This design comes from an exercise in tuning for small area, a short achievable clock period and few clock cycles per item on the open sky130 flow, not from production work. The RTL was checked by simulation tests, not by an equivalence proof against the original design.

===== design/flow/run.sh =====
#!/bin/bash
# synth_recipe.tcl (not shown) runs the flow's synth.tcl, then flattens the netlist and writes it again
# the make line also repeats each setting of config.mk as NAME=value (left out here)
make -C /OpenROAD-flow-scripts/flow DESIGN_CONFIG=/design/flow/config.mk WORK_HOME=/design/flow/orfs CLKGATE_MAP_FILE= SYNTH_SCRIPT=/design/flow/synth_recipe.tcl finish

===== design/flow/config.mk =====
export PLATFORM = sky130hd
export DESIGN_NAME = winograd_tile
export DESIGN_NICKNAME = winograd_tile
export VERILOG_FILES = /design/flow/design.v
export SDC_FILE = /design/flow/constraint.sdc
export NUM_CORES = 4
export LEC_CHECK = 0
export CAP_MARGIN = 20
export CORE_MARGIN = 2
export CORE_UTILIZATION = 40
export SLEW_MARGIN = 20

===== design/flow/design.v =====
module Trans_filter #(
    parameter WIDTH = 16,
    parameter ROWS = 4,
    parameter COLS = 4,
    parameter FRAC_WIDTH = 8
) (
    input clk,
    input rst_n,
    input enable,
    input [0:ROWS-2][0:COLS-2][WIDTH-1:0] kernel,   
    output logic [0:ROWS-1][0:COLS-1][WIDTH-1:0] F   
);
    localparam INT_WIDTH = WIDTH - FRAC_WIDTH;
    logic [0:3][0:2][WIDTH-1:0] G;
    assign G = {
        {16'h0100, 16'h0000, 16'h0000},   
        {16'h0080, 16'h0080, 16'h0080},   
        {16'h0080, 16'hFF80, 16'h0080},   
        {16'h0000, 16'h0000, 16'h0100}    
    };
    logic [0:2][0:3][WIDTH-1:0] G_T;
    assign G_T = {
        {16'h0100, 16'h0080, 16'h0080, 16'h0000},   
        {16'h0000, 16'h0080, 16'hFF80, 16'h0000},   
        {16'h0000, 16'h0080, 16'h0080, 16'h0100}    
    };
    logic signed [WIDTH-1:0] W_reg [0:ROWS-1][0:COLS-2];   
    logic enable_stage2;                                    
    logic signed [2*WIDTH-1:0] temp_stage1 [0:ROWS-1][0:COLS-2];
    logic signed [2*WIDTH-1:0] temp_stage2 [0:ROWS-1][0:COLS-1];
    always @(posedge clk or negedge rst_n) begin
        if (!rst_n) begin
            for (int i = 0; i < ROWS; i++) begin
                for (int j = 0; j < COLS-1; j++) begin
                    W_reg[i][j] <= '0;
                end
            end
            enable_stage2 <= '0;
        end
        else begin
            enable_stage2 <= enable;
            if (enable) begin
                for (int i = 0; i < 4; i++) begin
                    for (int j = 0; j < 3; j++) begin
                        temp_stage1[i][j] = $signed(G[i][0]) * $signed(kernel[0][j]) + 
                                          $signed(G[i][1]) * $signed(kernel[1][j]) + 
                                          $signed(G[i][2]) * $signed(kernel[2][j]);
                        W_reg[i][j] <= temp_stage1[i][j][WIDTH+FRAC_WIDTH-1:FRAC_WIDTH];
                    end
                end
            end
        end
    end
    always @(posedge clk or negedge rst_n) begin
        if (!rst_n) begin
            for (int i = 0; i < ROWS; i++) begin
                for (int j = 0; j < COLS; j++) begin
                    F[i][j] <= '0;
                end
            end
        end
        else if (enable_stage2) begin
            for (int i = 0; i < 4; i++) begin
                for (int j = 0; j < 4; j++) begin
                    temp_stage2[i][j] = $signed(W_reg[i][0]) * $signed(G_T[0][j]) + 
                                      $signed(W_reg[i][1]) * $signed(G_T[1][j]) + 
                                      $signed(W_reg[i][2]) * $signed(G_T[2][j]);
                    F[i][j] <= temp_stage2[i][j][WIDTH+FRAC_WIDTH-1:FRAC_WIDTH];
                end
            end
        end
    end
endmodule
module Trans_tail#(
    parameter width = 16 , parameter rows = 4 , parameter cols = 4
) (clk,rst_n,data_in,I);
    input clk,rst_n;
    input [0: rows-1][0: cols-1][width - 1:0] data_in;
    output logic [0: rows -1][0: cols-1][width - 1:0] I;
        logic  [0:rows-1][0:cols-1][width-1:0] B_T;
    assign B_T = {
            {16'sd1,16'sd0,-16'sd1,16'sd0},
            {16'sd0,16'sd1,16'sd1,16'sd0},
            {16'sd0,-16'sd1,16'sd1,16'sd0},
            {16'sd0,16'sd1,16'sd0,-16'sd1}
            };
        logic  [0:rows-1][0:cols-1][width-1:0] B;
    assign B = {
            {16'sd1,16'sd0,16'sd0,16'sd0},
            {16'sd0,16'sd1,-16'sd1,16'sd1},
            {-16'sd1,16'sd1,16'sd1,16'sd0},
            {16'sd0,16'sd0,16'sd0,-16'sd1}
            };
    logic signed [width-1:0] D_T [0:rows-1][0:cols-1] ;
    always @(posedge clk or negedge rst_n) begin
        if (!rst_n) begin
            for (int i=0; i<rows; i++) begin
                for (int j=0; j<cols; j++) begin 
                    D_T[i][j] <= 0;
                    I[i][j] <= 0;
                end
            end
        end else begin
            for (int i=0; i<rows; i++) begin
                for (int j=0; j<cols; j++) begin
                    D_T[i][j] <= B_T[i][0] * data_in[0][j] + B_T[i][1] * data_in[1][j] + B_T[i][2] * data_in[2][j] + B_T[i][3] * data_in[3][j];
                end
            end
            for (int i=0; i<rows; i++) begin
                for (int j=0; j<cols; j++) begin
                    I[i][j] <= D_T[i][0] * B[0][j] + D_T[i][1] * B[1][j] + D_T[i][2] * B[2][j] + D_T[i][3] * B[3][j];
                end
            end
        end
    end
endmodule
module Element_wise_mult #(
    parameter WIDTH = 16,
    parameter ROWS = 4,
    parameter COLS = 4,
    parameter FRAC_WIDTH = 8
)(
    input  clk,
    input  rst_n,
    input [0: ROWS-1][0: COLS-1][WIDTH-1:0] I,   
    input [0: ROWS-1][0: COLS-1][WIDTH-1:0] F,   
    output logic [0: ROWS-1][0: COLS-1][WIDTH-1:0] IF    
);
    logic [31:0] product [0:3][0:3];   
    always @(posedge clk or negedge rst_n) begin
        if (!rst_n) begin
            for (int i = 0; i < ROWS; i = i + 1) begin
                for (int j = 0; j < COLS; j = j + 1) begin
                    IF[i][j] <= 0;
                    product[i][j] <= 0;
                end
            end
        end else begin
            for (int i = 0; i < ROWS; i = i + 1) begin
                for (int j = 0; j < COLS; j = j + 1) begin
                    product[i][j] <= $signed(I[i][j]) * $signed(F[i][j]);
                    IF[i][j] <= product[i][j][WIDTH+FRAC_WIDTH-1:FRAC_WIDTH];
                end
            end
        end
    end
endmodule
module Trans_Y #(
    parameter width = 16 , parameter rows = 4 , parameter cols = 4, parameter FRAC_WIDTH = 8
) (clk,rst_n,IF,Y);
    input clk,rst_n;
    input [0: rows-1][0: cols-1][width - 1:0] IF;
    output logic [0: rows/2 -1][0: cols/2-1][width - 1:0] Y;
        logic  [0:1][0:3][width-1:0] A_T;
    assign A_T = {
            {16'sd1,16'sd1,16'sd1,16'sd0},
            {16'sd0,16'sd1,-16'sd1,-16'sd1}
            };
        logic  [0:3][0:1][width-1:0] A;
    assign A = {
            {16'sd1,16'sd0},
            {16'sd1,16'sd1},
            {16'sd1,-16'sd1},
            {16'sd0,-16'sd1}
            };
    logic signed [2*width-1:0] temp_stage1 [0:1][0:3];
    logic signed [width-1:0] IF_T [0:1][0:3] ; 
    logic signed [2*width-1:0] temp_stage2 [0:1][0:1];
    always @(posedge clk or negedge rst_n) begin
        if (!rst_n) begin
            for (int i=0; i<rows/2; i++) begin
                for (int j=0; j<cols/2; j++) begin 
                    temp_stage2[i][j] <= 0;
                    Y[i][j] <= 0;
                end
            end
            for (int i=0; i<rows/2; i++) begin
                for (int j=0; j<cols; j++) begin 
                    temp_stage1[i][j] <= 0;
                    IF_T[i][j] <= 0;
                end
            end
        end else begin
            for (int i=0; i<rows/2; i++) begin
                for (int j=0; j<cols; j++) begin
                    temp_stage1[i][j] <= $signed(A_T[i][0]) * $signed(IF[0][j]) + 
                                         $signed(A_T[i][1]) * $signed(IF[1][j]) + 
                                         $signed(A_T[i][2]) * $signed(IF[2][j]) + 
                                         $signed(A_T[i][3]) * $signed(IF[3][j]);
                    IF_T[i][j] <= temp_stage1[i][j][width-1:0];
                end
            end
            for (int i=0; i<rows/2; i++) begin
                for (int j=0; j<cols/2; j++) begin
                    temp_stage2[i][j] <= IF_T[i][0] * $signed(A[0][j]) +
                                         IF_T[i][1] * $signed(A[1][j]) +
                                         IF_T[i][2] * $signed(A[2][j]) +
                                         IF_T[i][3] * $signed(A[3][j]);
                    Y[i][j] <= temp_stage2[i][j][width-1:0];
                end
            end
        end
    end
endmodule
module winograd_tile (
    input  logic         clk,
    input  logic         rst_n,
    input  logic         in_valid,
    input  logic [255:0] tile,     
    input  logic [143:0] kernel,   
    output logic         in_ready,
    output logic         out_valid,
    output logic [63:0]  y         
);
    localparam LATENCY = 8;
    logic [0:3][0:3][15:0] d_arr;
    logic [0:2][0:2][15:0] g_arr;
    logic [0:3][0:3][15:0] F_arr;
    logic [0:3][0:3][15:0] I_arr;
    logic [0:3][0:3][15:0] IF_arr;
    logic [0:1][0:1][15:0] Y_arr;
    genvar i, j;
    generate
        for (i = 0; i < 4; i++) begin : g_d_r
            for (j = 0; j < 4; j++) begin : g_d_c
                assign d_arr[i][j] = tile[(4*i+j)*16 +: 16];
            end
        end
        for (i = 0; i < 3; i++) begin : g_g_r
            for (j = 0; j < 3; j++) begin : g_g_c
                assign g_arr[i][j] = kernel[(3*i+j)*16 +: 16];
            end
        end
        for (i = 0; i < 2; i++) begin : g_y_r
            for (j = 0; j < 2; j++) begin : g_y_c
                assign y[(2*i+j)*16 +: 16] = Y_arr[i][j];
            end
        end
    endgenerate
    Trans_filter u_filter (
        .clk(clk),
        .rst_n(rst_n),
        .enable(1'b1),
        .kernel(g_arr),
        .F(F_arr)
    );
    Trans_tail u_tail (
        .clk(clk),
        .rst_n(rst_n),
        .data_in(d_arr),
        .I(I_arr)
    );
    Element_wise_mult u_mult (
        .clk(clk),
        .rst_n(rst_n),
        .I(I_arr),
        .F(F_arr),
        .IF(IF_arr)
    );
    Trans_Y u_y (
        .clk(clk),
        .rst_n(rst_n),
        .IF(IF_arr),
        .Y(Y_arr)
    );
    logic [LATENCY-1:0] valid_pipe;
    always_ff @(posedge clk or negedge rst_n) begin
        if (!rst_n)
            valid_pipe <= '0;
        else
            valid_pipe <= {valid_pipe[LATENCY-2:0], in_valid};
    end
    assign in_ready  = 1'b1;
    assign out_valid = valid_pipe[LATENCY-1];
endmodule

===== design/flow/constraint.sdc =====
create_clock -name core_clock -period 10.0 [get_ports {clk}]
set_input_delay 2.0000 -clock core_clock [delete_from_list [all_inputs] [get_ports {clk}]]
set_output_delay 2.0000 -clock core_clock [all_outputs]
set_load 0.01 [all_outputs]

==> run summary <==
area by class of cell:
type / instances / area share, %
inverters: 5328 / 8.411
diodes: 55 / 0.05788
multi-input cells: 14708 / 62.48
clock buffers: 286 / 2.647
flip-flops and latches: 1854 / 19.51
repair buffers: 591 / 2.424
clock inverters: 126 / 0.6751
well taps: 7208 / 3.793
logic make-up (layout without fill, tap and decap cells):
group,count (synthesis),after routing,share of synthesized area [%]
flops,1854,1854,21.36
fa+ha+maj,5424,5424,43.06
compound gates,1837,1837,5.497
mux,199,199,1.025
simple gates,5904,5904,13.38
buf+inv,5935,6331,10.26
xor+xnor,1342,1342,5.412
other cells,1,57,0.001727
critical path, cell delays in order (launching register included):
cell and delay, ns:
dfrtp_1 0.89, and2_1 0.26, fa_1 0.42, inv_1 0.08, fa_1 0.43, fa_1 0.50
fa_1 0.55, inv_1 0.05, fa_1 0.48, inv_1 0.05, fa_1 0.47, inv_1 0.05
ha_1 0.19, or3_1 0.37, or3_1 0.31, a31oi_1 0.20, o21ai_0 0.14, o2111ai_1 0.14
nand3_1 0.19, o41ai_1 0.51, o21bai_1 0.18, a21oi_1 0.21, xnor2_1 0.08
path summary, 6_finish.rpt:
| kind | startpoint | to | slack [ns] | depth (start not counted) |
|---|---|---|---|---|
| min in group asynchronous | rst_n | u_tail.I[202]$_DFF_PN0_ | 0.95 | 1 |
| max in group asynchronous | rst_n | u_mult.IF[48]$_DFF_PN0_ | 6.70 | 3 |
| setup / recovery | u_tail.I[134]$_DFF_PN0_ | u_mult.product[7][23]$_DFF_PN0_ | 3.13 | 22 |
| hold reg to reg | u_mult.product[0][13]$_DFF_PN0_ | u_mult.IF[245]$_DFF_PN0_ | 0.34 | 0 |
| hold / removal | u_mult.product[0][13]$_DFF_PN0_ | u_mult.IF[245]$_DFF_PN0_ | 0.34 | 0 |
| setup reg to reg | u_tail.I[134]$_DFF_PN0_ | u_mult.product[7][23]$_DFF_PN0_ | 3.13 | 22 |
layer usage:
metal  vias to the layer above  global-route usage (%)  wire [µm]
li1                      68229                       -          -
met1                     76895                   34.00     293600
met2                      4213                   38.68     302300
met3                       916                   4.405      45570
met4                        58                   12.54      41530
met5                         -                       0        368
cells in the final DEF, fill, tap and decap left out, drive strengths merged, types with 25 or more instances in the layout:
| master | count |
|---|---|
| nand4 | 32 |
| nor2 | 905 |
| diode | 55 |
| and2 | 1755 |
| xor2 | 307 |
| a21oi | 522 |
| nor3b | 25 |
| a41o | 28 |
| o21a | 95 |
| nand2 | 2116 |
| dfrtp | 1854 |
| o41ai | 53 |
| nor2b | 203 |
| clkinv | 64 |
| nand3b | 30 |
| inv | 5345 |
| o211ai | 58 |
| nor3 | 255 |
| nand2b | 108 |
| fa | 3418 |
| or3 | 70 |
| clkbuf | 286 |
| a211oi | 60 |
| o21ai | 435 |
| a2111oi | 46 |
| clkdlybuf4s50 | 466 |
| xnor2 | 1035 |
| a21boi | 94 |
| a21o | 115 |
| bufinv | 26 |
| and3 | 87 |
| o31ai | 41 |
| o21bai | 82 |
| nand3 | 186 |
| nor4 | 48 |
| ha | 2006 |
| mux2 | 187 |
| buf | 125 |
| a211o | 28 |
==> impl_metrics.json <==
{
  "outcome": "no timing/DRC/antenna violations",
  "setup_tns_ns": 0,
  "dr.first_iter.drc_count": 10619,
  "fin_ws_ns": 3.125,
  "htree_levels": 4,
  "cts_setup_buffers": 0,
  "drt.antenna.violating_nets": 0,
  "cts_root_buffer": "clkbuf_16",
  "relSlewSlack_pct": 14.67,
  "synthFlopType": "dfrtp_1",
  "grt_pass1_wl_mm": 1020,
  "top_regs": "u_filter.F (256), u_mult.IF (256), u_mult.product (256)",
  "ctsResizeCount": 0,
  "syn_to_final_growth_pct": 9.485,
  "maxSlewViolCount": 0,
  "grt_pass1_vias": 156052,
  "dieHeight_um": 740.9,
  "grt_use_total_pct": 25.05,
  "async_flop_share_pct": 100.0,
  "finalWirelength_mm": 683.4,
  "synth_top_area_cell": "fa_1",
  "worstPathMaxFanout": 16,
  "maxCapViolCount": 0,
  "postSynthAreaPerCell_um2": 9.654,
  "synth_top_cell_area_share_pct": 31.51,
  "required_ns": 10.84,
  "fin_nets": 28534,
  "startpoint_type": "flip-flop",
  "dp_slack_ns": 3.157,
  "boundaryPins": 469,
  "ys_ff_latch": 1854,
  "std_cell_rows": 270,
  "period_needed_ns": 6.875,
  "core_area_mm2": 0.5409,
  "cts_buffers": 224,
  "post-route-drc-count": 0,
  "finalHoldViolCount": 0,
  "die_x_um": 740.9,
  "grt_max_degree": 169,
  "port_buffers": 467,
  "design_area_mm2": 0.2378,
  "vias_per_cell": 4.984,
  "multiInputGateArea_mm2": 0.1486,
  "min_path_type": "reg2reg",
  "worstSetupEndpointType": "flip-flop",
  "skew_ns": 0.08738,
  "place_inst": 29689,
  "tightest_slew_ns": 1.271,
  "setup_viol": 0,
  "ys_seq_area_share_pct": 21.36,
  "ctsLongestPathBuffers": 4,
  "clock_sinks": 1854,
  "gp_congestion": 0.9412,
  "max_freq_mhz": 145.5,
  "firstDrtPassIters": 6,
  "arrival_ns": 7.71,
  "grt_setup_unrepaired": "no",
  "layout-drive-gt1-share_pct": 3.394,
  "post-route-period-util_pct": 68.75,
  "vias": 150311,
  "synth.most_common_cell": "inv_1",
  "grt.overflow.total": 0,
  "fin_util_pct": 43.96,
  "ys_types": 84,
  "final_cells": 30156,
  "synth_edf_count": 0,
  "synth_commonest_cells": "inv_1, fa_1, nand2_1, ha_1, dfrtp_1",
  "critical_path_class": "reg2reg",
  "ys_warn_count": 13,
  "start_util_pct": 40.16,
  "post_dp_cell_area_mm2": 0.2297,
  "postSynthCellCount": 22496,
  "routedWlPerCell_um": 22.66,
  "n_fill_cell": 52033,
  "dieArea_mm2": 0.5489,
  "synth_area_leaders": "fa_1, dfrtp_1, ha_1",
  "cts_hold_buf": 0,
  "tritoncts": "yes",
  "synth.cell_area_mm2": 0.2172,
  "dp_hpwl_mm": 577.9,
  "whs_ns": 0.3372,
  "worstSkewPairLatency_ns": 0.96,
  "regArea_mm2": 0.04640,
  "antenna_found_initial": 148,
  "path_clk_slew_ns": 0.07
}
Testbench counts, summed over its fixed seeds: cycles 8,064, items 8,000.

-- port drivers added, routing unchanged --
How much do the figures lean on ideal ports? The routed layout below was timed once more, with nothing changed but the port constraints.
Step 1: set_driving_cell puts a clkbuf_16 on clk and a buf_2 on each other input, an assumption about the parent block.
Step 2 adds t to the input delays and takes it off the output delays; t is the mean of the earliest and latest rising clock arrival at the registers after step 1. Input paths then give back, and output paths get back, about the clock's delay inside the block.
Slacks: no drivers / after step 1 / after step 2; pairs: no drivers / after step 1.
t, ns: 1.042
setup slack, ns: 3.125 / 3.125 / 3.125
worst setup path after step 2: register to register
worst register clock-pin slew, ns: 0.07 / 0.07
worst data-port slew with drivers (ns): 0.25
After both steps this run still meets setup and hold. For this run, drivers alone change the setup slack by 0.000 ns; drivers and shift together by 0.000 ns.
